What follows belongs to an exercise in optimizing a design on an open flow for small area, a short achievable clock period and few clock cycles; a production flow would make more cautious choices. RTL that was checked went through simulation tests only; none was proved equivalent to the original. The RTL of runs 6 and 7 was laid out without a check of its function. Power figures rest on the tool's default switching activity, not on a simulated workload.

## flow/flow/run.sh

```bash
#!/bin/bash
# Own flow: the standard layout (standard.sh, unchanged synthesis) with
#  - the ports buffered by a plain buffer cell instead of the delay cell the
#    resizer picks by default,
#  - timing repair asked to leave setup margin,
#  - a clock tree of fewer, smaller buffers without dummy loads.
# make's full output goes to standard_make.log; ORFS's per-step logs stay
# under orfs/logs.
set -uo pipefail
MARGIN=6.5
CTS="-sink_clustering_enable -repair_clock_nets -dont_use_dummy_load -sink_clustering_size 16 -sink_clustering_max_diameter 120 -buf_list sky130_fd_sc_hd__clkbuf_16"
bash standard.sh "SETUP_SLACK_MARGIN=$MARGIN" \
  "BUFFER_PORTS_ARGS=-buffer_cell sky130_fd_sc_hd__buf_2" \
  "CTS_ARGS=$CTS" \
  finish > standard_make.log 2>&1
```

## flow/standard.sh

```bash
#!/bin/bash
# synth_recipe.tcl (not shown) runs the flow's synth.tcl, then flattens the netlist and writes it again
# the make line also repeats each setting of config.mk as NAME=value (left out here)
make -C /OpenROAD-flow-scripts/flow DESIGN_CONFIG=/design/flow/config.mk WORK_HOME=/design/flow/orfs CLKGATE_MAP_FILE= SYNTH_SCRIPT=/design/flow/synth_recipe.tcl "${@:-finish}"
```

## flow/config.mk

```make
export PLATFORM = sky130hd
export DESIGN_NAME = fewcore
export DESIGN_NICKNAME = fewcore
export VERILOG_FILES = /design/flow/design.v
export SDC_FILE = /design/flow/constraint.sdc
export NUM_CORES = 4
export LEC_CHECK = 0
export ABC_AREA = 1
export CAP_MARGIN = 20
export CORE_MARGIN = 2
export CORE_UTILIZATION = 55
export PLACE_DENSITY = 0.7
export SLEW_MARGIN = 20
```

## flow/constraint.sdc

```tcl
create_clock -name core_clock -period 12.5 [get_ports {clk}]
set_input_delay 2.5000 -clock core_clock [delete_from_list [all_inputs] [get_ports {clk}]]
set_output_delay 2.5000 -clock core_clock [all_outputs]
set_load 0.01 [all_outputs]
```

## flow/design.v

```verilog
module forwardingBoard(a, b, f3, taken);
	input [31:0] a, b;
	input [2:0] f3;
	output taken;
	wire sg = ~f3[1];
	wire [31:0] x = {a[31] ^ sg, a[30:0]};
	wire [31:0] y = {b[31] ^ sg, b[30:0]};
	reg [31:0] l, e;
	integer w, i;
	reg lt, eq;
	always @* begin
		l = ~x & y;
		e = ~(x ^ y);
		for (w = 1; w < 32; w = w * 2)
			for (i = 0; i < 32; i = i + 2 * w) begin
				l[i] = l[i + w] | (e[i + w] & l[i]);
				e[i] = e[i + w] & e[i];
			end
		lt = l[0];
		eq = e[0];
	end
	assign taken = f3[2] ? (f3[0] ? ~lt : (lt | eq)) : (f3[0] ? ~eq : eq);
endmodule
module decoder(
	input  [31:0] inst,
	output [3:0]  rs1,
	output [3:0]  rs2,
	output [3:0]  rd,
	output [31:0] imm,
	output        uses1,      
	output        uses2,      
	output        bImm,       
	output        wr,         
	output        isLoad,
	output        isStore,
	output        isJal,
	output        isJalr,
	output        sub,        
	output        cmpUns,     
	output        rSum, rLt, rXor, rOr, rAnd, rSh, rImm, rTgt, rNpc,
	output        shLeft,
	output        cEq, cNe, cLe, cGe,
	output        ldByte, ldHalf, ldUns
);
	wire [4:0] op = inst[6:2];
	wire [2:0] f3 = inst[14:12];
	wire lui   = op == 5'b01101;
	wire auipc = op == 5'b00101;
	wire jal   = op == 5'b11011;
	wire jalr  = op == 5'b11001;
	wire br    = op == 5'b11000;
	wire ld    = op == 5'b00000;
	wire st    = op == 5'b01000;
	wire opi   = op == 5'b00100;
	wire opr   = op == 5'b01100;
	wire alu   = opi | opr;
	assign rs1 = inst[18:15];
	assign rs2 = inst[23:20];
	assign rd  = inst[10:7];
	wire [31:0] immI = {{20{inst[31]}}, inst[31:20]};
	wire [31:0] immS = {{20{inst[31]}}, inst[31:25], inst[11:7]};
	wire [31:0] immB = {{19{inst[31]}}, inst[31], inst[7], inst[30:25], inst[11:8], 1'b0};
	wire [31:0] immU = {inst[31:12], 12'b0};
	wire [31:0] immJ = {{11{inst[31]}}, inst[31], inst[19:12], inst[20], inst[30:21], 1'b0};
	assign imm = st ? immS : br ? immB : (lui | auipc) ? immU : jal ? immJ : immI;
	assign uses1   = ~(lui | auipc | jal);
	assign uses2   = opr | br | st;
	assign bImm    = opi | ld | st | jalr;
	assign wr      = alu | lui | auipc | jal | jalr | ld;
	assign isLoad  = ld;
	assign isStore = st;
	assign isJal   = jal;
	assign isJalr  = jalr;
	assign sub    = (alu & f3[2:1] == 2'b01) | (opr & f3 == 3'b000 & inst[30]);
	assign cmpUns = br ? f3[1] : f3[0];
	assign rSum  = alu & f3 == 3'b000;
	assign rLt   = alu & f3[2:1] == 2'b01;
	assign rXor  = alu & f3 == 3'b100;
	assign rOr   = alu & f3 == 3'b110;
	assign rAnd  = alu & f3 == 3'b111;
	assign rSh   = alu & f3[1:0] == 2'b01;
	assign shLeft = ~f3[2];
	assign rImm  = lui;
	assign rTgt  = auipc;
	assign rNpc  = jal | jalr;
	assign cEq = br & f3 == 3'b000;
	assign cNe = br & f3 == 3'b001;
	assign cLe = br & f3[2] & ~f3[0];
	assign cGe = br & f3[2] &  f3[0];
	assign ldByte = f3[1:0] == 2'b00;
	assign ldHalf = f3[1:0] == 2'b01;
	assign ldUns  = f3[2];
endmodule
module alu(a, b, sub, cmpUns, shLeft, sum, lt, shOut);
	input  [31:0] a, b;
	input  sub, cmpUns, shLeft;
	output [31:0] sum;
	output lt;
	output [31:0] shOut;
	wire [33:0] s = {1'b0, a, 1'b1} + {1'b0, b, sub};
	assign sum = s[32:1];
	wire b31 = b[31] ^ sub;            
	wire ltu = ~s[33];
	wire lts = (a[31] ^ b31) ? a[31] : s[32];
	assign lt = cmpUns ? ltu : lts;
	reg [31:0] ain, rout;
	integer i;
	always @* begin
		for (i = 0; i < 32; i = i + 1) ain[i] = shLeft ? a[31 - i] : a[i];
	end
	wire [31:0] r = ain >> b[4:0];
	always @* begin
		for (i = 0; i < 32; i = i + 1) rout[i] = shLeft ? r[31 - i] : r[i];
	end
	assign shOut = rout;
endmodule
module loadUnit(ldByte, ldHalf, ldUns, memData, out);
	input ldByte, ldHalf, ldUns;
	input [31:0] memData;
	output [31:0] out;
	wire s = ~ldUns & memData[31];
	assign out[31:16] = (ldByte | ldHalf) ? {16{s}} : memData[31:16];
	assign out[15:8]  = ldByte ? {8{s}} : ldHalf ? memData[31:24] : memData[15:8];
	assign out[7:0]   = ldByte ? memData[31:24] : ldHalf ? memData[23:16] : memData[7:0];
endmodule
module bancoRegistrador(clk, reset, rs1, rs2, data, rd, wEn, r1, r2);
	input clk, reset;
	input [3:0] rs1, rs2, rd;
	input wEn;                
	input [31:0] data;
	output [31:0] r1, r2;
	reg [31:0] registers [1:15];
	reg [15:1] valid;
	integer i;
	always @(posedge clk) begin
		for (i = 1; i < 16; i = i + 1)
			if (wEn && rd == i) registers[i] <= data;
	end
	always @(posedge clk) begin
		if (reset) valid <= 15'b0;
		else if (wEn) valid[rd] <= 1'b1;
	end
	wire wt1 = wEn && rd == rs1;
	wire wt2 = wEn && rd == rs2;
	reg [31:0] a, b;
	always @* begin
		a = wt1 ? data : 32'b0;
		b = wt2 ? data : 32'b0;
		for (i = 1; i < 16; i = i + 1) begin
			if (rs1 == i && valid[i] && !(wEn && rd == i)) a = a | registers[i];
			if (rs2 == i && valid[i] && !(wEn && rd == i)) b = b | registers[i];
		end
	end
	assign r1 = a;
	assign r2 = b;
endmodule
module fewcore (clk, reset, imem_addr, imem_rdata, dmem_addr, dmem_wdata, dmem_we, dmem_rdata);
	input clk, reset;
	output [31:0] imem_addr;
	input  [31:0] imem_rdata;
	output [31:0] dmem_addr;
	output [31:0] dmem_wdata;
	output dmem_we;
	input  [31:0] dmem_rdata;
	reg  [31:0] pcF;           
	reg         fv;            
	reg         again;         
	reg         start;         
	reg  [31:0] aX, oX;        
	reg  [31:0] zX;            
	reg         vX, takeX;
	wire [31:0] sum;           
	wire [31:0] pcF4 = {pcF[31:2] + 30'd1, pcF[1:0]};
	wire        redir = vX & takeX;
	wire        dHaz;
	wire        refetch = fv & dHaz & ~redir;
	assign imem_addr = redir ? {sum[31:1], 1'b0} : start ? 32'b0 : again ? pcF : pcF4;
	always @(posedge clk) begin
		pcF <= refetch ? pcF : imem_addr;
		if (reset) begin
			fv    <= 1'b0;
			again <= 1'b0;
			start <= 1'b1;
		end else begin
			fv    <= ~refetch;
			again <= refetch;
			start <= 1'b0;
		end
	end
	wire [3:0]  dRs1, dRs2, dRd;
	wire [31:0] dImm;
	wire dUses1, dUses2, dBImm, dWr, dLoad, dStore, dJal, dJalr, dSub, dCmpUns;
	wire dRSum, dRLt, dRXor, dROr, dRAnd, dRSh, dRImm, dRTgt, dRNpc, dShLeft;
	wire dCEq, dCNe, dCLe, dCGe, dLdByte, dLdHalf, dLdUns;
	decoder dec(
		.inst(imem_rdata), .rs1(dRs1), .rs2(dRs2), .rd(dRd), .imm(dImm),
		.uses1(dUses1), .uses2(dUses2), .bImm(dBImm), .wr(dWr),
		.isLoad(dLoad), .isStore(dStore), .isJal(dJal), .isJalr(dJalr),
		.sub(dSub), .cmpUns(dCmpUns),
		.rSum(dRSum), .rLt(dRLt), .rXor(dRXor), .rOr(dROr), .rAnd(dRAnd),
		.rSh(dRSh), .rImm(dRImm), .rTgt(dRTgt), .rNpc(dRNpc), .shLeft(dShLeft),
		.cEq(dCEq), .cNe(dCNe), .cLe(dCLe), .cGe(dCGe),
		.ldByte(dLdByte), .ldHalf(dLdHalf), .ldUns(dLdUns)
	);
	wire dBr = dCEq | dCNe | dCLe | dCGe;
	reg  [3:0]  rdW;
	reg         wW, ldW, ldByteW, ldHalfW, ldUnsW;
	reg  [31:0] resW;
	wire [31:0] ldData, wbData;
	loadUnit lu(.ldByte(ldByteW), .ldHalf(ldHalfW), .ldUns(ldUnsW), .memData(dmem_rdata), .out(ldData));
	assign wbData = ldW ? ldData : resW;
	wire [31:0] rf1, rf2;
	bancoRegistrador rf(
		.clk(clk), .reset(reset), .rs1(dRs1), .rs2(dRs2),
		.data(wbData), .rd(rdW), .wEn(wW), .r1(rf1), .r2(rf2)
	);
	reg  [3:0]  rdX;
	reg         wrX, ldX;      
	wire [31:0] res;           
	wire m1 = dRs1 == rdX && wrX;
	wire m2 = dRs2 == rdX && wrX;
	assign dHaz = ldX & ((dUses1 & m1) | (dUses2 & m2));
	wire [31:0] dA = m1 ? res : rf1;
	wire [31:0] dB = m2 ? res : rf2;
	wire dTake;
	forwardingBoard bcmp(.a(dA), .b(dB), .f3(imem_rdata[14:12]), .taken(dTake));
	reg  stV, subX, cmpUnsX, shLeftX;
	reg  rSumX, rLtX, rXorX, rOrX, rAndX, rShX, rXX, rNpcX;
	reg  ldByteX, ldHalfX, ldUnsX;
	always @(posedge clk) begin
		aX   <= (dRTgt | dJal | dBr) ? pcF : dA;
		oX   <= ((dBImm | dRTgt | dJal | dBr | dRImm) ? dImm : dB) ^ {32{dSub}};
		zX   <= dB;
		rdX  <= dRd;
		subX <= dSub;  cmpUnsX <= dCmpUns;  shLeftX <= dShLeft;
		rSumX <= dRSum | dRTgt; rLtX <= dRLt; rXorX <= dRXor; rOrX <= dROr; rAndX <= dRAnd;
		rShX <= dRSh; rXX <= dRImm; rNpcX <= dRNpc;
		ldByteX <= dLdByte; ldHalfX <= dLdHalf; ldUnsX <= dLdUns;
		takeX <= dJal | dJalr | (dBr & dTake);
		if (reset) begin
			vX <= 1'b0; wrX <= 1'b0; ldX <= 1'b0; stV <= 1'b0;
		end else begin
			stV  <= fv & ~redir & ~dHaz & dStore;
			vX   <= fv & ~redir & ~dHaz;
			wrX  <= fv & ~redir & ~dHaz & dWr & (dRd != 4'd0);
			ldX  <= fv & ~redir & ~dHaz & dLoad;
		end
	end
	wire [31:0] shOut;
	wire lt;
	alu alu_m(.a(aX), .b(oX), .sub(subX), .cmpUns(cmpUnsX), .shLeft(shLeftX),
	          .sum(sum), .lt(lt), .shOut(shOut));
	assign res = ({32{rSumX}} & sum) | {31'b0, rLtX & lt} |
	             ({32{rXorX}} & (aX ^ oX)) | ({32{rOrX}} & (aX | oX)) |
	             ({32{rAndX}} & (aX & oX)) | ({32{rShX}} & shOut) |
	             ({32{rXX}} & oX) | ({32{rNpcX}} & pcF);
	assign dmem_addr  = sum;
	assign dmem_wdata = zX;
	assign dmem_we    = stV & ~reset;
	always @(posedge clk) begin
		resW <= res;
		rdW  <= rdX;
		ldByteW <= ldByteX; ldHalfW <= ldHalfX; ldUnsW <= ldUnsX;
		if (reset) begin
			wW  <= 1'b0;
			ldW <= 1'b0;
		end else begin
			wW  <= vX & wrX;
			ldW <= ldX;
		end
	end
endmodule
```

==> summary.md, run 1 <==
| Metric | Value |
|---|---|
| DRC Markers | 0 |
| Commonest non-fill, non-tap cell in the layout | nand2_1 |
| Most area-hungry cell type in the Yosys netlist | edfxtp_1 |
| Post-synth top area share | 0.401 |
| Total track usage | 0.457 |
| Final Setup Violations | 0 |
| Clk sink count | 690 |
| DR vias | 36700 |
| CTS tree | yes |
| Fin. Hold Viols | 0 |
| Tcrit/Tclk final | 0.478 |
| Post-synth ARST share | 0 |
| Required time of the critical path | 13.07 ns |
| Unique masters post-synth | 67 |
| Slew HR | 0.226 |
| H-Tree Depth | 2 |
| Layout Nets | 4846 |
| Leakage | 17.7 nW |
| PortBufs | 160 |
| CTS root buffer | clkbuf_16 |
| Synth Instances | 4555 |
| Largest delay share family, worst path | simple AND/OR/NAND/NOR gates |
| CP startpoint kind | primary input |
| Clk latency of the worst-skew pair | 0.66 ns |
| Worst setup EP type | flop |
| Sum of negative setup slack | 0 ns |
| Crit path DAT | 6.55 ns |
| Max FO, Critical Path | 20 |
| Post-synth EDFFs | 512 |
| Vias in the first global route | 33500 |
| First-pass GRT wire length | 233000 µm |
| Seq/Total Area, Yosys | 0.494 |
| CP Buf/Inv Count | 5 |
| Post-placement cell count | 5521 |
| Post-layout min period | 5.98 ns |
| Yosys reg bits | 690 |
| Ys flop type | edfxtp_1 |
| GR Overflow Total | 0 |
| Crit path kind | in -> reg |
| Clk pin slew, worst setup/hold paths | 0.08 ns |
| Yosys warns | 5 |
| Mean area per synthesized cell | 8.41 µm² |
| Detailed Route WL | 168000 µm |
| # hold bufs at CTS | 0 |
| Max-Cap Viols | 0 |
| Status | no timing/DRC/antenna violations |
| VDD IR max | 127 µV |
| Synth area leaders | edfxtp_1 40%, nand2_1 11%, dfxtp_1 9.3% |
| Chip width | 268 µm |
| Final Skew | 0.0524 ns |
| Routed wire per std cell | 30.0 µm |
| Worst slew pin tran | 1.15 ns |
| Post-DP HPWL | 113000 µm |
| Initial antenna violation count | 11 |
| Cell Area, Synth | 38300 µm² |
| Largest stage delay, worst path | 0.43 ns |
| CTS Buf Count | 49 |
| DRT antenna net count | 0 |
| Die area | 71800 µm² |
| Ports | 163 |
| Share of cells above drive strength 1 | 0.107 |
| Unrepaired setup endpoints after global routing | true |
| Fmax | 167 MHz |
| Largest net degree at the start of global routing | 66 |
| Most frequent cells in the layout | 1152 x nand2_1, 546 x inv_1, 512 x edfxtp_1 |
| Vias/cell | 6.56 |
| Power, Total | 4.44 mW |
| Initial core utilization | 0.557 |
| 1st-pass router iterations | 8 |
| Row Count | 96 |
| GPL Wtd Cong | 1.04 |
| Crit-path slowest cell | buf_4 |
| Core area | 68800 µm² |
| Layout Cells excl Fill | 5605 |
| # fillers | 6025 |
| Slew Viols, Final | 0 |
| Clock tree buffer depth | 3 |
| PwrDens | 105 nW/µm² |
| Worst min path class | reg -> reg |
| Multi-input logic area | 16500 µm² |
| Chip height | 268 µm |
| Net count after synthesis | 4731 |
| Area delta synth->final | 10.2% |
| Detailed Route Iter0 Violations | 6478 |
| Seq. cell area | 18900 µm² |
| Most frequent CP cell | nand2_1 |
timing repair:
item                       4_1_cts  5_1_grt
cloned                           1        4
setup endpoints to repair       51       20
pin swaps                        3       19
buffers inserted                 6       16
gates resized for setup         87      118
kinds of logic (layout without fill, tap and decap cells):
group,count (synthesis),in the layout,synth area share
AO/OA/AOI/OAI,843,843,0.142
XOR/XNOR,44,44,0.0101
adder cells (fa/ha/maj),110,110,0.0361
buffers and inverters,826,938,0.0858
flip-flops,690,690,0.494
multiplexers,1,1,0.000261
other,0,6,0
AND/OR/NAND/NOR,2041,2042,0.232
path summary, 6_finish.rpt:
| path | startpoint | cells after the start | end | slack [ns] |
|---|---|---|---|---|
| worst max register to register | rdW[0] | 22 | takeX | 7.50 |
| worst min-delay path | ldByteX | 0 | ldByteW | 0.32 |
| worst min register to register | ldByteX | 0 | ldByteW | 0.32 |
| worst max-delay path | imem_rdata[17] | 25 | takeX | 6.52 |
per-layer routing:
layer  GRT usage  share of wire
met1       0.562           0.34
met2       0.684           0.42
met3       0.141           0.14
met4       0.327          0.089
met5      0.0101        0.00037
layout make-up:
cell class              instances  area share
well taps                     931      0.0276
diodes                          6    0.000356
flip-flops and latches        690       0.449
repair buffers                257      0.0436
clock buffers                  49      0.0290
multi-input cells            3040       0.391
inverters                     631      0.0595
repair inverters                1    0.000207
cells in the mapped netlist (all sizes together), types with 13 or more instances:
| cell | instances |
|---|---|
| a211oi | 40 |
| o21a | 17 |
| clkbuf | 69 |
| nor3 | 62 |
| o211ai | 38 |
| o2111ai | 18 |
| dfxtp | 178 |
| o221ai | 43 |
| o21ai | 211 |
| a22oi | 13 |
| a21oi | 162 |
| nand2 | 1179 |
| nor4 | 30 |
| ha | 109 |
| nand3 | 446 |
| inv | 628 |
| nor2 | 214 |
| nand4 | 76 |
| edfxtp | 512 |
| buf | 126 |
| a221oi | 91 |
| o22ai | 170 |
| xor2 | 33 |
power by group:
group | switching (mW) | total [mW] | internal, mW
registers | 0.0233 | 2.48 | 2.46
logic | 0.339 | 0.474 | 0.135
clock network | 0.796 | 1.49 | 0.691
through the flow:
step	instance area, µm²	hold slack [ns]	setup slack, ns	util
2_1_floorplan	38300	0.310	6.83	-
3_3_place_gp	39900	0.313	4.98	0.580
3_5_place_dp	39900	0.314	4.96	0.580
4_1_cts	41500	0.320	6.46	0.604
5_1_grt	42200	0.332	6.45	0.613
6_report	42200	0.321	6.52	0.613
registers in the layout, summed over array words and instances (netlist names), 4 cells and up:
signal        cells
pcF              32
zX               32
resW             32
rf.registers    480
rdX               4
rf.valid         15
rdW               4
aX               32
oX               32
Testbench counts, summed over its fixed seeds: cycles 63,270.
==> run 2: changes to the inputs <==
--- a/flow/config.mk
+++ b/flow/config.mk
@@ -8,6 +8,6 @@
 export ABC_AREA = 1
 export CAP_MARGIN = 20
 export CORE_MARGIN = 2
-export CORE_UTILIZATION = 55
-export PLACE_DENSITY = 0.7
+export CORE_UTILIZATION = 40
+export PLACE_DENSITY = 0.6
 export SLEW_MARGIN = 20
==> summary.md, run 2 <==
| Metric | Value |
|---|---|
| Cell Area, Synth | 38300 µm² |
| Clk latency of the worst-skew pair | 0.67 ns |
| # hold bufs at CTS | 0 |
| Largest net degree at the start of global routing | 66 |
| Chip height | 314 µm |
| Clk pin slew, worst setup/hold paths | 0.07 ns |
| DRC Markers | 0 |
| Fin. Hold Viols | 0 |
| Unrepaired setup endpoints after global routing | true |
| GR Overflow Total | 0 |
| Post-synth top area share | 0.401 |
| Power, Total | 4.44 mW |
| PortBufs | 160 |
| Most frequent cells in the layout | 1160 x nand2_1, 541 x inv_1, 512 x edfxtp_1 |
| Vias in the first global route | 33400 |
| Xor/xnor share of the synthesized area | 0.0101 |
| VDD IR max | 104 µV |
| Most frequent CP cell | nand2_1 |
| Commonest non-fill, non-tap cell in the layout | nand2_1 |
| Reg-to-Reg Start | shLeftX |
| Crit-path slowest cell | nand4_1 |
| Leakage | 17.5 nW |
| Clk sink count | 690 |
| Net count after synthesis | 4731 |
| Core area | 95000 µm² |
| Final Setup Violations | 0 |
| Chip width | 314 µm |
| Synth Instances | 4555 |
| Slew HR | 0.237 |
| Area delta synth->final | 10.4% |
| Worst setup EP type | flop |
| Yosys warns | 5 |
| Largest Register | rf.registers |
| Die area | 98300 µm² |
| Row Count | 113 |
| Post-DP HPWL | 117000 µm |
| Yosys reg bits | 690 |
| Unique masters post-synth | 67 |
| Slew Viols, Final | 0 |
| Required time of the critical path | 13.06 ns |
| Largest delay share family, worst path | simple AND/OR/NAND/NOR gates |
| Detailed Route WL | 174000 µm |
| Total track usage | 0.344 |
| CTS root buffer | clkbuf_16 |
| Mean area per synthesized cell | 8.41 µm² |
| Max FO, Critical Path | 23 |
| Fmax | 167 MHz |
| # fillers | 9417 |
| Synth Area in Adders | 0.0361 |
| Largest family of logic cells by synthesized area | simple AND/OR/NAND/NOR gates |
| Post-synth ARST share | 0 |
| Max-Cap Viols | 0 |
| Initial core utilization | 0.403 |
| Tcrit/Tclk final | 0.480 |
| Ys flop type | edfxtp_1 |
| PwrDens | 105 nW/µm² |
| CP Buf/Inv Count | 3 |
| Crit path kind | in -> reg |
| Post-layout min period | 6.00 ns |
| Most frequent cells after synthesis | 1166 x nand2_1, 561 x inv_1, 512 x edfxtp_1, 435 x nand3_1, 205 x nor2_1 |
| CP startpoint kind | primary input |
| Mux share of post-synthesis cell area | 0.000261 |
| Post-synthesis simple-gate area fraction | 0.232 |
| Post-synth EDFFs | 512 |
| Clock tree buffer depth | 3 |
| Seq/Total Area, Yosys | 0.494 |
| 1st-pass router iterations | 8 |
| DR vias | 36100 |
| Most common cell in the netlist | nand2_1 |
| Share of cells above drive strength 1 | 0.104 |
| Worst path cell trace | buf_2, inv_1, nand2_1, nor2_1, nand3_4, clkinv_8, a22o_1, a211oi_1, nand4_1, o21ai_2, ha_1, nand2_1, o21a_1, o221ai_1, nand2_1, nand2_1, nand2_1, nand2_1, o21ai_0, nand2_1, o21ai_2, nand2_1, nand2_1 |
| Crit. Startpoint | imem_rdata[15] |
| Detailed Route Iter0 Violations | 6188 |
| Status | no timing/DRC/antenna violations |
| Max reg flops | 480 |
| Layout Nets | 4838 |
| Worst min path class | reg -> reg |
| GPL Wtd Cong | 1.05 |
| CTS tree | yes |
| Routed wire per std cell | 29.4 µm |
| Largest stage delay, worst path | 0.41 ns |
| Worst slew pin tran | 1.13 ns |
| Sum of negative setup slack | 0 ns |
| CTS Buf Count | 49 |
| Hold Path Origin | ldHalfX |
| First-pass GRT wire length | 241000 µm |
| DRT antenna net count | 0 |
| Crit path DAT | 6.56 ns |
| Vias/cell | 6.09 |
| H-Tree Depth | 2 |
| Most area-hungry cell type in the Yosys netlist | edfxtp_1 |
| Synth area leaders | edfxtp_1 40%, nand2_1 11%, dfxtp_1 9.3% |
| Ports | 163 |
| Synth Area in Compound Gates | 0.142 |
| Final Skew | 0.0599 ns |
| Initial antenna violation count | 8 |
run 2: cell counts after synthesis:
Identical to the previous run, type by type.
run 2: where the power goes:
group | switching [mW] | total (mW) | internal [mW]
Clock | 0.803 | 1.49 | 0.691
Sequential | 0.0248 | 2.49 | 2.46
Combinational | 0.335 | 0.463 | 0.128
Total | 1.16 | 4.44 | 3.28
run 2: logic make-up (layout without fill, tap and decap cells):
logic type                 Yosys count  in the layout
adders and majority gates          110            110
AOI/OAI and AO/OA                  843            843
DFF                                690            690
buffers and inverters              826            931
other                                0              4
xor gates and xnor gates            44             44
and+or+nand+nor                   2041           2041
muxes                                1              1
run 2: repair_timing:
item | in CTS | in global routing
setup endpoints to repair | 88 | 15
pin swaps | 5 | 9
gates resized for setup | 79 | 80
buffers inserted | 8 | 16
cloned | 1 | 0
run 2: worst paths after layout:
check                  to  cells past startpoint  slack (ns)
setup / recovery    takeX                     23        6.50
hold / removal    ldHalfW                      0        0.33
hold reg to reg   ldHalfW                      0        0.33
setup reg to reg    takeX                     26        7.46
run 2: per-stage QoR:
stage	worst slack [ns]	utilization	area [µm²]	hold WS (ns)	std cells
after floorplan	6.83	-	38300	0.310	4555
after global placement	4.56	0.424	40300	0.315	5851
after detailed placement	4.53	0.424	40300	0.316	5851
after CTS	6.51	0.441	41900	0.334	5909
after global routing	6.42	0.445	42300	0.336	5925
final	6.50	0.445	42300	0.332	5929
run 2: layout make-up:
type | instances | area, µm² | area share
antenna | 4 | 10.0 | 0.000237
clock buffer | 49 | 1230 | 0.0290
inverter | 631 | 2490 | 0.0589
multi-input combinational | 3039 | 16400 | 0.388
sequential | 690 | 18900 | 0.448
tap | 1265 | 1580 | 0.0374
timing repair buffer | 250 | 1620 | 0.0384
timing repair inverter | 1 | 5.00 | 0.000118
run 2: metal layers:
layer / global-route usage / vias up / part of all wire
li1: - / 16000 / -
met1: 0.428 / 17000 / 0.36
met2: 0.530 / 2554 / 0.43
met3: 0.0779 / 568 / 0.12
met4: 0.240 / 6 / 0.081
met5: 0.00725 / - / 0.00074
run 2: worst register-to-register path, cell delays in order, from the launching register on:
cell	delay (ns)
dfxtp_2	0.31
buf_4	0.55
inv_2	0.08
buf_4	0.35
nand2_1	0.22
nand3_1	0.12
nand3_1	0.16
nand3_1	0.14
nand2_1	0.10
nand2_1	0.06
nand3_1	0.10
nand3_1	0.08
nand2_1	0.35
nand3_1	0.32
o21ai_1	0.43
ha_1	0.31
nand2_1	0.08
inv_1	0.04
nand4_1	0.18
a31oi_1	0.06
nor2_1	0.23
nand2_1	0.15
o21ai_0	0.20
nand2_1	0.10
o21ai_2	0.13
nand2_1	0.10
nand2_1	0.06
==> run 3: changes to the inputs <==
--- a/flow/flow/run.sh
+++ b/flow/flow/run.sh
@@ -8,7 +8,7 @@
 # under orfs/logs.
 set -uo pipefail
 MARGIN=6.5
-CTS="-sink_clustering_enable -repair_clock_nets -dont_use_dummy_load -sink_clustering_size 16 -sink_clustering_max_diameter 120 -buf_list sky130_fd_sc_hd__clkbuf_16"
+CTS="-sink_clustering_enable -repair_clock_nets -dont_use_dummy_load -sink_clustering_size 22 -sink_clustering_max_diameter 140 -buf_list sky130_fd_sc_hd__clkbuf_16"
 bash standard.sh "SETUP_SLACK_MARGIN=$MARGIN" \
   "BUFFER_PORTS_ARGS=-buffer_cell sky130_fd_sc_hd__buf_2" \
   "CTS_ARGS=$CTS" \
==> summary.md, run 3 <==
| Metric | Value |
|---|---|
| Initial core utilization | 0.403 |
| Switching Share | 0.265 |
| Row Count | 113 |
| Most common cell in the netlist | nand2_1 |
| Synth Instances | 4555 |
| Required time of the critical path | 13.04 ns |
| Yosys reg bits | 690 |
| Total track usage | 0.343 |
| 1st-pass router iterations | 6 |
| Chip width | 314 µm |
| Mean area per synthesized cell | 8.41 µm² |
| Max reg flops | 480 |
| Most frequent cells after synthesis | 1166 x nand2_1, 561 x inv_1, 512 x edfxtp_1, 435 x nand3_1, 205 x nor2_1 |
| Chip height | 314 µm |
| Synth area leaders | edfxtp_1 40%, nand2_1 11%, dfxtp_1 9.3% |
| Commonest non-fill, non-tap cell in the layout | nand2_1 |
| Core area | 95000 µm² |
| Worst setup EP type | flop |
| Final Setup Violations | 0 |
| CTS Buf Count | 37 |
| Slew Viols, Final | 0 |
| Net count after synthesis | 4731 |
| Cell Area, Synth | 38300 µm² |
| NetSw | 1.13 mW |
| Fin. Hold Viols | 0 |
| CTS tree | yes |
| Slew HR | 0.265 |
| Clock power frac | 0.305 |
| Worst min path class | reg -> reg |
| Largest stage delay, worst path | 0.48 ns |
| Pint | 3.12 mW |
| Power, Total | 4.25 mW |
| Leakage | 17.4 nW |
| Clk latency of the worst-skew pair | 0.65 ns |
| PortBufs | 160 |
| Clk pin slew, worst setup/hold paths | 0.10 ns |
| GR Overflow Total | 0 |
| Vias/cell | 6.12 |
| VDD IR max | 92.7 µV |
| Layout Nets | 4823 |
| Seq/Total Area, Yosys | 0.494 |
| Crit path DAT | 6.57 ns |
| Clk sink count | 690 |
| Largest net degree at the start of global routing | 66 |
| Routed wire per std cell | 29.4 µm |
| Post-DP HPWL | 117000 µm |
| H-Tree Depth | 2 |
| Ports | 163 |
| Yosys warns | 5 |
| Max-Cap Viols | 0 |
| Clock tree buffer depth | 3 |
| First-pass GRT wire length | 241000 µm |
| Initial antenna violation count | 6 |
| CP startpoint kind | primary input |
| GPL Wtd Cong | 1.05 |
| Crit-path slowest cell | nor4_1 |
| Post-synth EDFFs | 512 |
| Sum of negative setup slack | 0 ns |
| Area delta synth->final | 9.60% |
| Detailed Route WL | 174000 µm |
| Share of cells above drive strength 1 | 0.101 |
| Worst path cell trace | buf_2, inv_1, nand2_1, nor2_1, nand3_2, clkbuf_8, o21ai_0, nor4_1, nand4_1, o21ai_1, ha_1, nand2_1, o21a_1, o221a_2, nand2_1, nand2_1, nand2_1, o21ai_0, nand2_1, o21ai_2, nand2_1, nand2_1 |
| DRT antenna net count | 0 |
| DR vias | 36200 |
| # fillers | 9459 |
| Final Skew | 0.0715 ns |
| Combinational fraction of design power | 0.109 |
| Most frequent CP cell | nand2_1 |
| Fmax | 166 MHz |
| Post-synth top area share | 0.401 |
| Sequential share of power | 0.585 |
| Most frequent cells in the layout | 1160 x nand2_1, 542 x inv_1, 512 x edfxtp_1 |
| Largest Register | rf.registers |
| Status | no timing/DRC/antenna violations |
| Vias in the first global route | 33300 |
| Max FO, Critical Path | 32 |
| Unique masters post-synth | 67 |
| Post-synth ARST share | 0 |
| Tcrit/Tclk final | 0.483 |
| PwrDens | 101 nW/µm² |
| Post-layout min period | 6.03 ns |
| Crit path kind | in -> reg |
| Ys flop type | edfxtp_1 |
| Most area-hungry cell type in the Yosys netlist | edfxtp_1 |
| Detailed Route Iter0 Violations | 6060 |
| Die area | 98300 µm² |
| CTS root buffer | clkbuf_16 |
| R2R Setup Slk | 7.49 ns |
| Unrepaired setup endpoints after global routing | true |
| Worst slew pin tran | 1.10 ns |
| DRC Markers | 0 |
==> run 3: cell counts after synthesis <==
No cell type changed its count.
==> run 3: logic make-up after synthesis <==
kind of cell / count (synthesis) / share of synthesized area
AND/OR/NAND/NOR: 2041 / 0.232
XOR/XNOR: 44 / 0.0101
flip-flops: 690 / 0.494
AO/OA/AOI/OAI: 843 / 0.142
adder cells (fa/ha/maj): 110 / 0.0361
buffers and inverters: 826 / 0.0858
multiplexers: 1 / 0.000261
==> run 3: power by group through the flow <==
stage	Clock, mW	Combinational (mW)	Sequential (mW)
2_1_floorplan	0	0.283	2.52
3_3_place_gp	0	0.436	2.54
3_5_place_dp	0	0.439	2.54
4_1_cts	1.29	0.446	2.48
5_1_grt	1.36	0.502	2.49
6_report	1.30	0.465	2.49
==> run 3: routing by layer <==
layer,track usage,vias up,share of wire
met3,0.0770,537,0.12
li1,-,15900,-
met4,0.232,2,0.077
met2,0.530,2614,0.43
met5,0,-,0.00010
met1,0.430,17100,0.37
==> run 3: timing repair <==
item / CTS / global route
cloned: 1 / 0
buffers inserted: 8 / 13
hold buffers: 0 / 0
gates resized for setup: 80 / 82
pin swaps: 5 / 12
endpoints found under the setup margin: 89 / 21
==> run 3: worst paths after layout <==
kind / start / endpoint / cells after the start
worst max-delay path: imem_rdata[15] / takeX / 22
worst min-delay path: ldHalfX / ldHalfW / 0
worst max register to register: shLeftX / takeX / 26
worst min register to register: ldHalfX / ldHalfW / 0
==> run 3: area by class of cell <==
| class | instances | area (µm²) | area share |
|---|---|---|---|
| flip-flops and latches | 690 | 18900 | 0.451 |
| multi-input cells | 3039 | 16400 | 0.391 |
| inverters | 631 | 2490 | 0.0592 |
| repair buffers | 247 | 1610 | 0.0383 |
| well taps | 1265 | 1580 | 0.0377 |
| clock buffers | 37 | 926 | 0.0220 |
| diodes | 5 | 12.5 | 0.000298 |
| repair inverters | 1 | 5.00 | 0.000119 |
==> run 3: per-stage QoR <==
step                std cells   util  hold slack [ns]  setup WS (ns)  instance area [µm²]
finish                   5915  0.442            0.339           6.47                42000
global route             5910  0.442            0.345           6.42                42000
CTS                      5897  0.438            0.338           6.48                41600
floorplan                4555      -            0.310           6.83                38300
detailed placement       5851  0.424            0.316           4.53                40300
global placement         5851  0.424            0.315           4.56                40300
==> run 3: critical path: cells and delay by family <==
family	cells	cell delay (ns)
AO/OA/AOI/OAI	6	1.21
adder cells (fa/ha/maj)	1	0.32
buffers and inverters	3	0.69
AND/OR/NAND/NOR	12	1.82
==> run 4: changes to the inputs <==
--- a/flow/flow/run.sh
+++ b/flow/flow/run.sh
@@ -7,7 +7,7 @@
 # make's full output goes to standard_make.log; ORFS's per-step logs stay
 # under orfs/logs.
 set -uo pipefail
-MARGIN=6.5
+MARGIN=7.5
 CTS="-sink_clustering_enable -repair_clock_nets -dont_use_dummy_load -sink_clustering_size 22 -sink_clustering_max_diameter 140 -buf_list sky130_fd_sc_hd__clkbuf_16"
 bash standard.sh "SETUP_SLACK_MARGIN=$MARGIN" \
   "BUFFER_PORTS_ARGS=-buffer_cell sky130_fd_sc_hd__buf_2" \
--- a/flow/config.mk
+++ b/flow/config.mk
@@ -11,3 +11,4 @@
 export CORE_UTILIZATION = 40
 export PLACE_DENSITY = 0.6
 export SLEW_MARGIN = 20
+export TNS_END_PERCENT = 0
==> summary.md, run 4 <==
| Metric | Value |
|---|---|
| Combinational fraction of design power | 0.118 |
| Largest delay share family, worst path | simple AND/OR/NAND/NOR gates |
| Core area | 95000 µm² |
| Clk sink count | 690 |
| Post-synth EDFFs | 512 |
| Chip height | 314 µm |
| Placement Cell Area | 40400 µm² |
| Largest net degree at the start of global routing | 66 |
| VDD IR max | 78.7 µV |
| Post-layout min period | 5.66 ns |
| Max FO, Critical Path | 16 |
| Yosys reg bits | 690 |
| # fillers | 9165 |
| CTS Buf Count | 37 |
| Fin. Hold Viols | 0 |
| Clk pin slew, worst setup/hold paths | 0.10 ns |
| CP Buf/Inv Count | 2 |
| Hold Worst Slack | 0.336 ns |
| Max reg flops | 480 |
| Status | no timing/DRC/antenna violations |
| Worst path depth | 21 |
| NetSw | 1.15 mW |
| Tcrit/Tclk final | 0.452 |
| Vias/cell | 6.16 |
| Most frequent cells after synthesis | 1166 x nand2_1, 561 x inv_1, 512 x edfxtp_1, 435 x nand3_1, 205 x nor2_1 |
| Initial core utilization | 0.403 |
| PwrDens | 97.5 nW/µm² |
| DR vias | 37000 |
| CTS root buffer | clkbuf_16 |
| Final Setup Violations | 0 |
| Detailed Route Iter0 Violations | 6466 |
| Row Count | 113 |
| R2R Setup Slk | 7.58 ns |
| GPL Wtd Cong | 1.05 |
| Detailed Route WL | 180000 µm |
| Most area-hungry cell type in the Yosys netlist | edfxtp_1 |
| Slew HR | 0.219 |
| Synth area leaders | edfxtp_1 40%, nand2_1 11%, dfxtp_1 9.3% |
| Layout Nets | 4920 |
| Unrepaired setup endpoints after global routing | true |
| Sequential share of power | 0.579 |
| Clk latency of the worst-skew pair | 0.64 ns |
| Commonest non-fill, non-tap cell in the layout | nand2_1 |
| Total track usage | 0.354 |
| GR Overflow Total | 0 |
| Cell Area, Synth | 38300 µm² |
| Mean area per synthesized cell | 8.41 µm² |
| Worst setup EP type | flop |
| DRC Markers | 0 |
| Post-DP HPWL | 116000 µm |
| Largest stage delay, worst path | 0.55 ns |
| Worst slew pin tran | 1.16 ns |
| Largest Register | rf.registers |
| Initial antenna violation count | 5 |
| Pint | 3.14 mW |
| Reg-to-Reg Start | ldByteW |
| First-pass GRT wire length | 249000 µm |
| Clock tree buffer depth | 3 |
| Area delta synth->final | 14.9% |
| Chip width | 314 µm |
| Max-Cap Viols | 0 |
| Final Skew | 0.0504 ns |
| Worst min path class | reg -> reg |
| Post-route cell area | 44000 µm² |
| CP startpoint kind | primary input |
| CTS tree | yes |
| Synth Instances | 4555 |
| Post-synth top area share | 0.401 |
| Share of cells above drive strength 1 | 0.149 |
| Seq/Total Area, Yosys | 0.494 |
| Ports | 163 |
| Vias in the first global route | 34300 |
| Switching Share | 0.268 |
| 1st-pass router iterations | 7 |
| Slew Viols, Final | 0 |
| Fmax | 177 MHz |
| Routed wire per std cell | 29.9 µm |
| Crit. Startpoint | dmem_rdata[28] |
| Critical R2R Capture | takeX |
| Sum of negative setup slack | 0 ns |
| Most common cell in the netlist | nand2_1 |
| Yosys warns | 5 |
| Most frequent CP cell | nand2_1 |
| Crit path kind | in -> reg |
| Clock power frac | 0.304 |
| PortBufs | 160 |
| Worst path cell trace | buf_2, nor2_1, nor2_1, a22oi_1, inv_1, a21oi_1, nand4_1, o21ai_4, ha_1, nand4_1, o221ai_2, nand2_1, nand2_2, nand2_1, nand2_2, nand2_1, nand2_2, nand2_1, o21ai_4, nand2_1, nand2_1 |
| Most frequent cells in the layout | 1124 x nand2_1, 535 x inv_1, 512 x edfxtp_1 |
| CP endpoint | takeX |
| Die area | 98300 µm² |
| Layout Utilization | 0.463 |
| Crit path DAT | 6.15 ns |
| Required time of the critical path | 12.99 ns |
| Net count after synthesis | 4731 |
| Crit-path slowest cell | a22oi_1 |
| R2R depth | 21 |
| Unique masters post-synth | 67 |
| DRT antenna net count | 0 |
| H-Tree Depth | 2 |
| Ys flop type | edfxtp_1 |
| Leakage | 18.3 nW |
| Post-synth ARST share | 0 |
-- run 4: cell counts after synthesis --
Identical to the previous run, type by type.
-- run 4: repair_timing --
action | CTS | global route
resized for setup | 361 | 72
pin swaps | 36 | 27
setup buffers | 75 | 29
hold buffers | 0 | 0
setup endpoints to repair | 126 | 129
gates cloned | 11 | 1
-- run 4: worst reg2reg max path, stage by stage, from the launching register on --
cell and delay [ns]:
dfxtp_1 0.66, clkinv_1 0.61, nor2_1 0.24, nor2_1 0.06, a22oi_1 0.55, inv_1 0.42
a21oi_1 0.25, nand4_1 0.41, o21ai_4 0.24, ha_1 0.26, nand4_1 0.14, o221ai_2 0.14
nand2_1 0.12, nand2_2 0.07, nand2_1 0.07, nand2_2 0.08, nand2_1 0.09, nand2_2 0.07
nand2_1 0.12, o21ai_4 0.09, nand2_1 0.08, nand2_1 0.04
-- run 4: power by group through the flow --
stage	clock, mW	sequential (mW)	combinational, mW
finish	1.30	2.48	0.505
global route	1.37	2.49	0.539
CTS	1.30	2.48	0.483
detailed placement	0	2.54	0.438
global placement	0	2.54	0.435
floorplan	0	2.52	0.284
-- run 4: logic make-up after synthesis --
| group | Yosys count | share of synthesized area |
|---|---|---|
| and+or+nand+nor | 2041 | 0.232 |
| AOI/OAI and AO/OA | 843 | 0.142 |
| buffers and inverters | 826 | 0.0858 |
| DFF | 690 | 0.494 |
| xor gates and xnor gates | 44 | 0.0101 |
| muxes | 1 | 0.000261 |
| adders and majority gates | 110 | 0.0361 |
-- run 4: worst min-delay path by stage --
stage / start / to / slack (ns) / depth (start not counted)
2_1_floorplan: ldByteX / ldByteW / 0.31 / 0
3_3_place_gp: ldHalfX / ldHalfW / 0.32 / 0
3_5_place_dp: ldHalfX / ldHalfW / 0.31 / 0
4_1_cts: ldHalfX / ldHalfW / 0.33 / 0
5_1_grt: ldByteX / ldByteW / 0.34 / 0
6_report: ldByteX / ldByteW / 0.34 / 0
-- run 4: cell type report --
cell class | instances | area (µm²) | share of cell area
flip-flops and latches | 690 | 19000 | 0.431
multi-input cells | 3039 | 17000 | 0.385
repair buffers | 343 | 2920 | 0.0663
inverters | 631 | 2630 | 0.0598
well taps | 1265 | 1580 | 0.0360
clock buffers | 37 | 926 | 0.0210
repair inverters | 2 | 13.8 | 0.000313
diodes | 1 | 2.50 | 0.0000568
-- run 4: per-stage QoR --
step	instances	total power, mW	worst slack, ns
3_5_place_dp	5854	2.97	4.92
4_1_cts	5977	4.27	6.94
6_report	6008	4.29	6.84
3_3_place_gp	5854	2.97	4.89
2_1_floorplan	4555	2.81	7.12
5_1_grt	6007	4.40	6.78
-- run 4: layer usage --
layer / global-route usage / part of all wire
met5: 0 / 0.00028
met4: 0.252 / 0.090
met3: 0.105 / 0.14
met2: 0.535 / 0.42
met1: 0.432 / 0.35
==> run 5: changes to the inputs <==
--- a/flow/flow/run.sh
+++ b/flow/flow/run.sh
@@ -7,7 +7,7 @@
 # make's full output goes to standard_make.log; ORFS's per-step logs stay
 # under orfs/logs.
 set -uo pipefail
-MARGIN=7.5
+MARGIN=7
 CTS="-sink_clustering_enable -repair_clock_nets -dont_use_dummy_load -sink_clustering_size 22 -sink_clustering_max_diameter 140 -buf_list sky130_fd_sc_hd__clkbuf_16"
 bash standard.sh "SETUP_SLACK_MARGIN=$MARGIN" \
   "BUFFER_PORTS_ARGS=-buffer_cell sky130_fd_sc_hd__buf_2" \
==> summary.md, run 5 <==
| Metric | Value |
|---|---|
| CTS root buffer | clkbuf_16 |
| Share of cells above drive strength 1 | 0.172 |
| CP Buf/Inv Count | 3 |
| Final Setup Violations | 0 |
| Routed wire per std cell | 30.0 µm |
| Initial core utilization | 0.403 |
| Leakage | 18.6 nW |
| PortBufs | 160 |
| Slew HR | 0.223 |
| Area delta synth->final | 17.3% |
| Initial antenna violation count | 11 |
| Largest stage delay, worst path | 0.46 ns |
| Worst min path class | reg -> reg |
| Setup WS pre-CTS | 4.66 ns |
| Layout Utilization | 0.473 |
| Post-synth ARST share | 0 |
| Max reg flops | 480 |
| Chip width | 314 µm |
| # hold bufs at CTS | 0 |
| Required time of the critical path | 10.00 ns |
| Ports | 163 |
| Worst path cell trace | inv_1, ha_2, nand2_1, inv_1, nand2_1, nor2_4, nand4_1, nand3_2, xor2_2, nand2_1, o21ai_2, buf_2 |
| Net count after synthesis | 4731 |
| Yosys reg bits | 690 |
| Tcrit/Tclk final | 0.451 |
| Post-DP HPWL | 118000 µm |
| Clk pin slew, worst setup/hold paths | 0.11 ns |
| Seq/Total Area, Yosys | 0.494 |
| Commonest non-fill, non-tap cell in the layout | nand2_1 |
| Post-synth EDFFs | 512 |
| Power, Total | 4.32 mW |
| Total track usage | 0.351 |
| Max FO, Critical Path | 5 |
| Most common cell in the netlist | nand2_1 |
| R2R Setup Slk | 7.57 ns |
| Critical R2R Capture | takeX |
| Unrepaired setup endpoints after global routing | true |
| CP startpoint kind | flop |
| GPL Wtd Cong | 1.03 |
| CTS tree | yes |
| Most area-hungry cell type in the Yosys netlist | edfxtp_1 |
| Synth Instances | 4555 |
| Final Skew | 0.101 ns |
| Most frequent CP cell | nand2_1 |
| Smallest setup slack after layout | 6.87 ns |
| DR vias | 37000 |
| Yosys warns | 5 |
| Cell Area, Synth | 38300 µm² |
| 1st-pass router iterations | 8 |
| Crit path kind | reg -> out |
| DRC Markers | 0 |
| Reg-to-Reg Start | ldByteW |
| VDD IR max | 108 µV |
| Post-synth top area share | 0.401 |
| Clock tree buffer depth | 3 |
| Slew Viols, Final | 0 |
| Clk sink count | 690 |
| PwrDens | 96.1 nW/µm² |
| H-Tree Depth | 2 |
| Crit-path slowest cell | ha_2 |
| Status | no timing/DRC/antenna violations |
| Hold Path Origin | ldByteX |
| Worst slew pin tran | 1.15 ns |
| GR Overflow Total | 0 |
| Detailed Route Iter0 Violations | 6104 |
| Largest delay share family, worst path | simple AND/OR/NAND/NOR gates |
| Fin. Hold Viols | 0 |
| Clk latency of the worst-skew pair | 0.66 ns |
| Max-Cap Viols | 0 |
| Chip height | 314 µm |
| Fmax | 178 MHz |
| Worst path depth | 12 |
| Vias/cell | 6.13 |
| Layout Nets | 4949 |
| Post-route cell area | 44900 µm² |
| Hold Path Cell Cnt | 0 |
| Core area | 95000 µm² |
| Crit path DAT | 3.13 ns |
| Most frequent cells after synthesis | 1166 x nand2_1, 561 x inv_1, 512 x edfxtp_1, 435 x nand3_1, 205 x nor2_1 |
| Ys flop type | edfxtp_1 |
| Row Count | 113 |
| Vias in the first global route | 33500 |
| Sum of negative setup slack | 0 ns |
| R2R depth | 20 |
| Die area | 98300 µm² |
| Largest Register | rf.registers |
| First-pass GRT wire length | 246000 µm |
| Most frequent cells in the layout | 1116 x nand2_1, 529 x inv_1, 512 x edfxtp_1 |
| Post-layout min period | 5.63 ns |
| Synth area leaders | edfxtp_1 40%, nand2_1 11%, dfxtp_1 9.3% |
| CTS Buf Count | 37 |
| Hold Crit Endpoint | ldByteW |
| DRT antenna net count | 0 |
| Worst setup EP type | output port |
| Mean area per synthesized cell | 8.41 µm² |
| Placement Cell Area | 40300 µm² |
| Unique masters post-synth | 67 |
| Detailed Route WL | 181000 µm |
| Largest net degree at the start of global routing | 65 |
## run 5: layout make-up
cell class,count,area (µm²)
antenna,5,12.5
inverter,631,2670
clock buffer,37,926
sequential,690,19000
timing repair buffer,372,3300
tap,1265,1580
timing repair inverter,2,16.3
multi-input combinational,3039,17400
fill,9259,50100
## run 5: routing by layer
layer	GRT usage	wire, µm
met4	0.232	15700
met2	0.544	78300
met1	0.438	65300
met5	0	60
met3	0.0846	21600
## run 5: how the worst max path moves through the flow
stage / start / to / slack, ns
2_1_floorplan: reset / dmem_we / 7.02
3_3_place_gp: imem_rdata[15] / takeX / 4.69
3_5_place_dp: imem_rdata[15] / takeX / 4.66
4_1_cts: aX[22] / imem_addr[31] / 6.84
5_1_grt: oX[3] / imem_addr[18] / 6.86
6_report: aX[10] / imem_addr[18] / 6.87
## run 5: where the power goes
part           internal (mW)  switching, mW  leakage [nW]  total [mW]
sequential              2.46         0.0247          6.45        2.49
clock                  0.531          0.770         0.456        1.30
combinational          0.165          0.365          11.6       0.529
## run 5: what timing repair did
action                     in CTS  in global routing
gates cloned                    9                  8
resized for setup             274                299
pin swaps                      27                 74
setup buffers                  39                 87
setup endpoints to repair      63                 50
## run 5: logic make-up (layout without fill, tap and decap cells)
| family | after synthesis | count (layout) | share of synthesized area |
|---|---|---|---|
| simple gates | 2041 | 2041 | 0.232 |
| compound gates | 843 | 843 | 0.142 |
| buf+inv | 826 | 1042 | 0.0858 |
| flops | 690 | 690 | 0.494 |
| fa+ha+maj | 110 | 110 | 0.0361 |
| xor+xnor | 44 | 44 | 0.0101 |
| mux | 1 | 1 | 0.000261 |
| other cells | 0 | 5 | 0 |
## run 5: metrics by stage
step | instances | hold WS [ns]
2_1_floorplan | 4555 | 0.310
3_3_place_gp | 5853 | 0.313
3_5_place_dp | 5853 | 0.322
4_1_cts | 5938 | 0.327
5_1_grt | 6036 | 0.337
6_report | 6041 | 0.327
==> run 6: changes to the inputs <==
--- a/flow/design.v
+++ b/flow/design.v
@@ -123,8 +123,8 @@
 	assign out[15:8]  = ldByte ? {8{s}} : ldHalf ? memData[31:24] : memData[15:8];
 	assign out[7:0]   = ldByte ? memData[31:24] : ldHalf ? memData[23:16] : memData[7:0];
 endmodule
-module bancoRegistrador(clk, reset, rs1, rs2, data, rd, wEn, r1, r2);
-	input clk, reset;
+module bancoRegistrador(clk, clear, rs1, rs2, data, rd, wEn, r1, r2);
+	input clk, clear;
 	input [3:0] rs1, rs2, rd;
 	input wEn;                
 	input [31:0] data;
@@ -137,7 +137,7 @@
 			if (wEn && rd == i) registers[i] <= data;
 	end
 	always @(posedge clk) begin
-		if (reset) valid <= 15'b0;
+		if (clear) valid <= 15'b0;
 		else if (wEn) valid[rd] <= 1'b1;
 	end
 	wire wt1 = wEn && rd == rs1;
@@ -211,7 +211,7 @@
 	assign wbData = ldW ? ldData : resW;
 	wire [31:0] rf1, rf2;
 	bancoRegistrador rf(
-		.clk(clk), .reset(reset), .rs1(dRs1), .rs2(dRs2),
+		.clk(clk), .clear(start), .rs1(dRs1), .rs2(dRs2),
 		.data(wbData), .rd(rdW), .wEn(wW), .r1(rf1), .r2(rf2)
 	);
 	reg  [3:0]  rdX;
--- a/flow/flow/run.sh
+++ b/flow/flow/run.sh
@@ -7,8 +7,8 @@
 # make's full output goes to standard_make.log; ORFS's per-step logs stay
 # under orfs/logs.
 set -uo pipefail
-MARGIN=7
-CTS="-sink_clustering_enable -repair_clock_nets -dont_use_dummy_load -sink_clustering_size 22 -sink_clustering_max_diameter 140 -buf_list sky130_fd_sc_hd__clkbuf_16"
+MARGIN=8
+CTS="-sink_clustering_enable -repair_clock_nets -dont_use_dummy_load -sink_clustering_size 19 -sink_clustering_max_diameter 130 -buf_list sky130_fd_sc_hd__clkbuf_16"
 bash standard.sh "SETUP_SLACK_MARGIN=$MARGIN" \
   "BUFFER_PORTS_ARGS=-buffer_cell sky130_fd_sc_hd__buf_2" \
   "CTS_ARGS=$CTS" \
==> summary.md, run 6 <==
| Metric | Value |
|---|---|
| Crit path DAT | 6.39 ns |
| GPL Wtd Cong | 1.03 |
| Clk latency of the worst-skew pair | 0.65 ns |
| Pint | 3.21 mW |
| Sum of negative setup slack | 0 ns |
| Ports | 163 |
| ANT cells | 0 |
| Ys flop type | edfxtp_1 |
| CTS Buf Count | 42 |
| Most common cell in the netlist | nand2_1 |
| Detailed Route Iter0 Violations | 5947 |
| Initial core utilization | 0.403 |
| Most frequent cells after synthesis | 1165 x nand2_1, 561 x inv_1, 512 x edfxtp_1, 436 x nand3_1, 205 x nor2_1 |
| PortBufs | 160 |
| H-Tree Depth | 2 |
| Largest stage delay, worst path | 0.44 ns |
| DR vias | 37100 |
| Met3 Use GR | 0.100 |
| Crit path kind | in -> reg |
| Die area | 98300 µm² |
| Hold Worst Slack | 0.358 ns |
| VDD IR max | 105 µV |
| Routed wire per std cell | 29.9 µm |
| Unrepaired setup endpoints after global routing | true |
| Total track usage | 0.352 |
| CP startpoint kind | primary input |
| Leakage | 18.7 nW |
| Final Setup Violations | 0 |
| Max FO, Critical Path | 7 |
| Post-synth EDFFs | 512 |
| Gr busiest metal | met2 |
| DRT antenna net count | 0 |
| Net count after synthesis | 4731 |
| Clock power frac | 0.317 |
| Yosys reg bits | 690 |
| Area delta synth->final | 16.6% |
| Hold Path Cell Cnt | 0 |
| Post-placement cell count | 5851 |
| Layout Nets | 4962 |
| 1st-pass router iterations | 9 |
| Most area-hungry cell type in the Yosys netlist | edfxtp_1 |
| GR Overflow Total | 0 |
| Detailed Route WL | 181000 µm |
| Fin. Hold Viols | 0 |
| Post-layout min period | 5.86 ns |
| Row Count | 113 |
| First-pass GRT wire length | 247000 µm |
| Post-synth ARST share | 0 |
| Largest delay share family, worst path | simple AND/OR/NAND/NOR gates |
| Post-DP HPWL | 119000 µm |
| Status | no timing/DRC/antenna violations |
| Max reg flops | 480 |
| Combinational fraction of design power | 0.116 |
| CTS root buffer | clkbuf_16 |
| R2R Setup Slk | 7.51 ns |
| Most frequent cells in the layout | 1117 x nand2_1, 531 x inv_1, 512 x edfxtp_1 |
| Mean area per synthesized cell | 8.41 µm² |
| GRT met1 Usage | 0.430 |
| Worst path cell trace | buf_2, nand2_1, nand3_2, a22oi_2, clkinvlp_4, buf_4, nand2_1, nand4_1, nand2_2, nand2_2, ha_1, a21oi_1, o21a_1, o221ai_2, nand2_1, nand2_1, nand2_1, nand2_1, nand2_1, nand2_2, buf_4, o21ai_4, nand2_2, nand2_1 |
| Layout Utilization | 0.470 |
| CTS tree | yes |
| Unique masters post-synth | 67 |
| Reg-to-Reg Start | ldW |
| Max-Cap Viols | 0 |
| Seq/Total Area, Yosys | 0.494 |
| Sequential share of power | 0.567 |
| Switching Share | 0.267 |
| CP Buf/Inv Count | 4 |
| Slew Viols, Final | 0 |
| NetSw | 1.17 mW |
| Yosys warns | 5 |
| Hold Crit Endpoint | ldUnsW |
| Post-synth top area share | 0.401 |
| R2R depth | 23 |
| Worst setup EP type | flop |
| Most frequent CP cell | nand2_1 |
| Critical R2R Capture | takeX |
| Share of cells above drive strength 1 | 0.164 |
| Clk sink count | 690 |
| Tcrit/Tclk final | 0.469 |
| Chip width | 314 µm |
| Chip height | 314 µm |
| Required time of the critical path | 13.04 ns |
| Final Skew | 0.0651 ns |
| Post-route cell area | 44700 µm² |
| Largest net degree at the start of global routing | 66 |
| Largest Register | rf.registers |
| PwrDens | 98.1 nW/µm² |
| Hold Path Origin | ldUnsX |
| Layout Cells excl Fill | 6049 |
| Clk pin slew, worst setup/hold paths | 0.10 ns |
| DRC Markers | 0 |
| Vias in the first global route | 33900 |
| Synth Instances | 4555 |
| Initial antenna violation count | 7 |
| Crit-path slowest cell | a22oi_2 |
| Placement Cell Area | 40300 µm² |
| Worst slew pin tran | 1.20 ns |
| Slew HR | 0.197 |
| Clock tree buffer depth | 3 |
| Fmax | 171 MHz |
| Core area | 95000 µm² |
| Met2 Use GR | 0.544 |
| Worst min path class | reg -> reg |
| Cell Area, Synth | 38300 µm² |
| Synth area leaders | edfxtp_1 40%, nand2_1 11%, dfxtp_1 9.3% |
| Commonest non-fill, non-tap cell in the layout | nand2_1 |
| Vias/cell | 6.14 |
-- run 6: changes by cell type after synthesis, sizes merged --
cell	change
buf	+1
clkbuf	-1
-- run 6: logic make-up after synthesis --
family | share of synthesized area
adder cells (fa/ha/maj) | 0.0361
multiplexers | 0.000261
buffers and inverters | 0.0858
XOR/XNOR | 0.0101
AO/OA/AOI/OAI | 0.142
flip-flops | 0.494
AND/OR/NAND/NOR | 0.232
-- run 6: power by group through the flow --
stage               registers [mW]  clock network [mW]  logic, mW
global route                  2.49                1.47      0.544
floorplan                     2.52                   0      0.283
global placement              2.54                   0      0.434
CTS                           2.49                1.39      0.479
finish                        2.49                1.39      0.510
detailed placement            2.54                   0      0.437
-- run 6: per-layer routing --
| layer | share of wire | vias up |
|---|---|---|
| met4 | 0.083 | 8 |
| met5 | 0.00045 | - |
| met2 | 0.43 | 2680 |
| met1 | 0.36 | 17700 |
| met3 | 0.13 | 577 |
| li1 | - | 16200 |
-- run 6: worst max path at each step --
| stage | cells past startpoint | slack (ns) | startpoint | to |
|---|---|---|---|---|
| after floorplan | 1 | 7.42 | reset | dmem_we |
| after global placement | 23 | 4.86 | imem_rdata[15] | takeX |
| after detailed placement | 25 | 4.82 | imem_rdata[15] | takeX |
| after CTS | 12 | 6.87 | pcF[3] | imem_addr[27] |
| after global routing | 24 | 6.72 | dmem_rdata[17] | takeX |
| final | 24 | 6.64 | dmem_rdata[17] | takeX |
-- run 6: through the flow --
stage               total power, mW  worst slack, ns
floorplan                      2.81             7.42
global placement               2.97             4.86
detailed placement             2.97             4.82
CTS                            4.36             6.87
global route                   4.50             6.72
finish                         4.39             6.64
-- run 6: layout make-up --
class / count / area, µm²
Timing Repair Buffer: 378 / 3200
Clock buffer: 42 / 1050
Timing Repair inverter: 4 / 26.3
Sequential cell: 690 / 19000
Fill cell: 9271 / 50300
Multi-Input combinational cell: 3039 / 17200
Inverter: 631 / 2670
Tap cell: 1265 / 1580
-- run 6: timing repair --
action / 4_1_cts / 5_1_grt
hold buffers: 0 / 0
resized for setup: 317 / 166
setup buffers: 75 / 65
endpoints found under the setup margin: 192 / 132
pin swaps: 35 / 52
cloned: 9 / 6
==> run 7: changes to the inputs <==
--- a/flow/flow/run.sh
+++ b/flow/flow/run.sh
@@ -7,7 +7,7 @@
 # make's full output goes to standard_make.log; ORFS's per-step logs stay
 # under orfs/logs.
 set -uo pipefail
-MARGIN=8
+MARGIN=7.5
 CTS="-sink_clustering_enable -repair_clock_nets -dont_use_dummy_load -sink_clustering_size 19 -sink_clustering_max_diameter 130 -buf_list sky130_fd_sc_hd__clkbuf_16"
 bash standard.sh "SETUP_SLACK_MARGIN=$MARGIN" \
   "BUFFER_PORTS_ARGS=-buffer_cell sky130_fd_sc_hd__buf_2" \
==> summary.md, run 7 <==
| Metric | Value |
|---|---|
| Layout Utilization | 0.470 |
| Core area | 95000 µm² |
| Worst slew pin tran | 1.20 ns |
| Combinational fraction of design power | 0.116 |
| Synth Area in Compound Gates | 0.142 |
| Pint | 3.21 mW |
| Yosys reg bits | 690 |
| DR vias | 37100 |
| 1st-pass router iterations | 9 |
| Initial core utilization | 0.403 |
| Clock power frac | 0.317 |
| Most frequent CP cell | nand2_1 |
| DRT antenna net count | 0 |
| Post-synthesis simple-gate area fraction | 0.232 |
| CTS tree | yes |
| GR Overflow Total | 0 |
| Unrepaired setup endpoints after global routing | true |
| Crit-path slowest cell | a22oi_2 |
| Post-layout min period | 5.86 ns |
| Leakage | 18.7 nW |
| Worst min path class | reg -> reg |
| Post-synth ARST share | 0 |
| Initial antenna violation count | 7 |
| Worst path cell trace | buf_2, nand2_1, nand3_2, a22oi_2, clkinvlp_4, buf_4, nand2_1, nand4_1, nand2_2, nand2_2, ha_1, a21oi_1, o21a_1, o221ai_2, nand2_1, nand2_1, nand2_1, nand2_1, nand2_1, nand2_2, buf_4, o21ai_4, nand2_2, nand2_1 |
| Crit path kind | in -> reg |
| PortBufs | 160 |
| Detailed Route WL | 181000 µm |
| CTS root buffer | clkbuf_16 |
| Clk sink count | 690 |
| Max reg flops | 480 |
| Tcrit/Tclk final | 0.469 |
| Multi-input logic area | 17200 µm² |
| First-pass GRT wire length | 247000 µm |
| Post-synth top area share | 0.401 |
| Layout Nets | 4962 |
| Worst setup EP type | flop |
| Mean area per synthesized cell | 8.41 µm² |
| Vias/cell | 6.14 |
| Fin. Hold Viols | 0 |
| Chip height | 314 µm |
| Crit path DAT | 6.39 ns |
| Fmax | 171 MHz |
| CP startpoint kind | primary input |
| Largest net degree at the start of global routing | 66 |
| Cell Area, Synth | 38300 µm² |
| Post-DP HPWL | 119000 µm |
| Switching Share | 0.267 |
| Net count after synthesis | 4731 |
| Status | no timing/DRC/antenna violations |
| Area delta synth->final | 16.6% |
| Chip width | 314 µm |
| Clk pin slew, worst setup/hold paths | 0.10 ns |
| Most frequent cells after synthesis | 1165 x nand2_1, 561 x inv_1, 512 x edfxtp_1, 436 x nand3_1, 205 x nor2_1 |
| Post-placement cell count | 5851 |
| NetSw | 1.17 mW |
| Slew Viols, Final | 0 |
| Clk latency of the worst-skew pair | 0.65 ns |
| Slew HR | 0.197 |
| GPL Wtd Cong | 1.03 |
| PwrDens | 98.1 nW/µm² |
| Max FO, Critical Path | 7 |
| Ys flop type | edfxtp_1 |
| Post-synth EDFFs | 512 |
| Largest delay share family, worst path | simple AND/OR/NAND/NOR gates |
| Layout Cells excl Fill | 6049 |
| Seq/Total Area, Yosys | 0.494 |
| VDD IR max | 105 µV |
| Yosys warns | 5 |
| Clock tree buffer depth | 3 |
| Ports | 163 |
| Largest Register | rf.registers |
| Final Skew | 0.0651 ns |
| Sum of negative setup slack | 0 ns |
| Seq. cell area | 19000 µm² |
| Share of cells above drive strength 1 | 0.164 |
| Most common cell in the netlist | nand2_1 |
| Synth area leaders | edfxtp_1 40%, nand2_1 11%, dfxtp_1 9.3% |
| DRC Markers | 0 |
| Placement Cell Area | 40300 µm² |
| Most frequent cells in the layout | 1117 x nand2_1, 531 x inv_1, 512 x edfxtp_1 |
| Unique masters post-synth | 67 |
| Xor/xnor share of the synthesized area | 0.0101 |
| ANT cells | 0 |
| Final Setup Violations | 0 |
| H-Tree Depth | 2 |
| Post-route cell area | 44700 µm² |
| CP Buf/Inv Count | 4 |
| # hold bufs at CTS | 0 |
| Largest stage delay, worst path | 0.44 ns |
| Required time of the critical path | 13.04 ns |
| Sequential share of power | 0.567 |
| Total track usage | 0.352 |
| Synth Area in Adders | 0.0361 |
| CTS Buf Count | 42 |
| Mux share of post-synthesis cell area | 0.000261 |
| Synth Instances | 4555 |
| Vias in the first global route | 33900 |
| Row Count | 113 |
| Die area | 98300 µm² |
| Commonest non-fill, non-tap cell in the layout | nand2_1 |
| Most area-hungry cell type in the Yosys netlist | edfxtp_1 |
| Detailed Route Iter0 Violations | 5947 |
| Largest family of logic cells by synthesized area | simple AND/OR/NAND/NOR gates |
| # fillers | 9271 |
| Routed wire per std cell | 29.9 µm |
| Max-Cap Viols | 0 |
==> run 7: cell counts in the layout (fill, tap and decap cells not counted) <==
No cell type changed its count.
==> run 7: cells by family after synthesis <==
family                     Yosys count
adders and majority gates          110
DFF                                690
buffers and inverters              826
and+or+nand+nor                   2041
xor gates and xnor gates            44
muxes                                1
AOI/OAI and AO/OA                  843
==> run 7: path summary, 6_finish.rpt <==
kind,to,start,cells past startpoint,slack (ns)
min,ldUnsW,ldUnsX,0,0.36
max,takeX,dmem_rdata[17],24,6.64
min reg2reg,ldUnsW,ldUnsX,0,0.36
max reg2reg,takeX,ldW,23,7.51
==> run 7: final cells by class <==
| type | instances | area share |
|---|---|---|
| Timing Repair inverter | 4 | 0.000588 |
| Timing Repair Buffer | 378 | 0.0717 |
| Tap cell | 1265 | 0.0354 |
| Sequential cell | 690 | 0.425 |
| Clock buffer | 42 | 0.0235 |
| Inverter | 631 | 0.0597 |
| Multi-Input combinational cell | 3039 | 0.384 |
==> run 7: metrics by stage <==
stage,total power [mW],hold slack (ns),setup WS [ns]
2_1_floorplan,2.81,0.310,7.42
3_3_place_gp,2.97,0.313,4.86
3_5_place_dp,2.97,0.315,4.82
4_1_cts,4.36,0.357,6.87
5_1_grt,4.50,0.360,6.72
6_report,4.39,0.358,6.64
==> run 7: power by group through the flow <==
stage | clock network [mW] | logic (mW) | registers, mW
detailed placement | 0 | 0.437 | 2.54
global placement | 0 | 0.434 | 2.54
global route | 1.47 | 0.544 | 2.49
finish | 1.39 | 0.510 | 2.49
CTS | 1.39 | 0.479 | 2.49
floorplan | 0 | 0.283 | 2.52
==> run 7: metal layers <==
layer  share of wire  GRT usage
met4           0.083      0.233
met1            0.36      0.430
met2            0.43      0.544
met5         0.00045          0
met3            0.13      0.100
==> run 7: repair_timing <==
action / in CTS / in global routing
endpoints found under the setup margin: 131 / 89
resized for setup: 317 / 166
pin swaps: 35 / 52
endpoints found under the hold margin: 0 / 0
cloned: 9 / 6
setup buffers: 75 / 65
==> run 7: worst reg2reg max path, cell delays in order, from the launching register on <==
cell	delay, ns
dfxtp_1	0.64
inv_1	0.41
buf_4	0.35
a22oi_2	0.45
clkinvlp_4	0.32
buf_4	0.20
nand2_1	0.06
nand4_1	0.36
nand2_2	0.23
nand2_2	0.11
ha_1	0.32
a21oi_1	0.16
o21a_1	0.15
o221ai_2	0.13
nand2_1	0.12
nand2_1	0.08
nand2_1	0.06
nand2_1	0.12
nand2_1	0.11
nand2_2	0.06
buf_4	0.14
o21ai_4	0.23
nand2_2	0.07
nand2_1	0.06

afterwards: timing with drivers on the ports:
In the flow no input, the clock included, has a driving cell. The finished layouts below were timed again as built, in two steps.
Step 1 (the two cells are an assumption about what drives the block):
set clk [get_ports {clk}]
set_driving_cell -lib_cell sky130_fd_sc_hd__clkbuf_16 $clk
set_driving_cell -lib_cell sky130_fd_sc_hd__buf_2 [delete_from_list [all_inputs] $clk]
Step 2 moves the port delays by t, midway between the first and last clock arrival at a register: inputs arrive t later, outputs are due t later. That takes back most of the time a late clock gives input paths.
Slacks: ideal / step 1 / step 2; pairs: ideal / step 1.
run | t, ns | slack for setup (ns) | worst setup path at the end | worst slew at a driven data input, ns | cell pins on the clock port's net
run 1 | 0.701 | 6.524 / 6.512 / 5.863 | input to register | 0.13 | 1
run 2 | 0.706 | 6.504 / 6.487 / 5.848 | input to register | 0.11 | 1
run 3 | 0.683 | 6.466 / 6.516 / 5.833 | input to register | 0.11 | 1
run 4 | 0.675 | 6.844 / 6.799 / 6.225 | input to register | 0.09 | 1
run 5 | 0.681 | 6.867 / 6.792 / 6.239 | input to register | 0.12 | 1
run 6 | 0.682 | 6.644 / 6.686 / 6.004 | input to register | 0.12 | 1
run 7 | 0.682 | 6.644 / 6.686 / 6.004 | input to register | 0.12 | 1
After both steps every run listed still meets setup and hold. The setup slack of run 1, which loses most, moves by -0.012 ns with the drivers and by -0.661 ns with both steps.
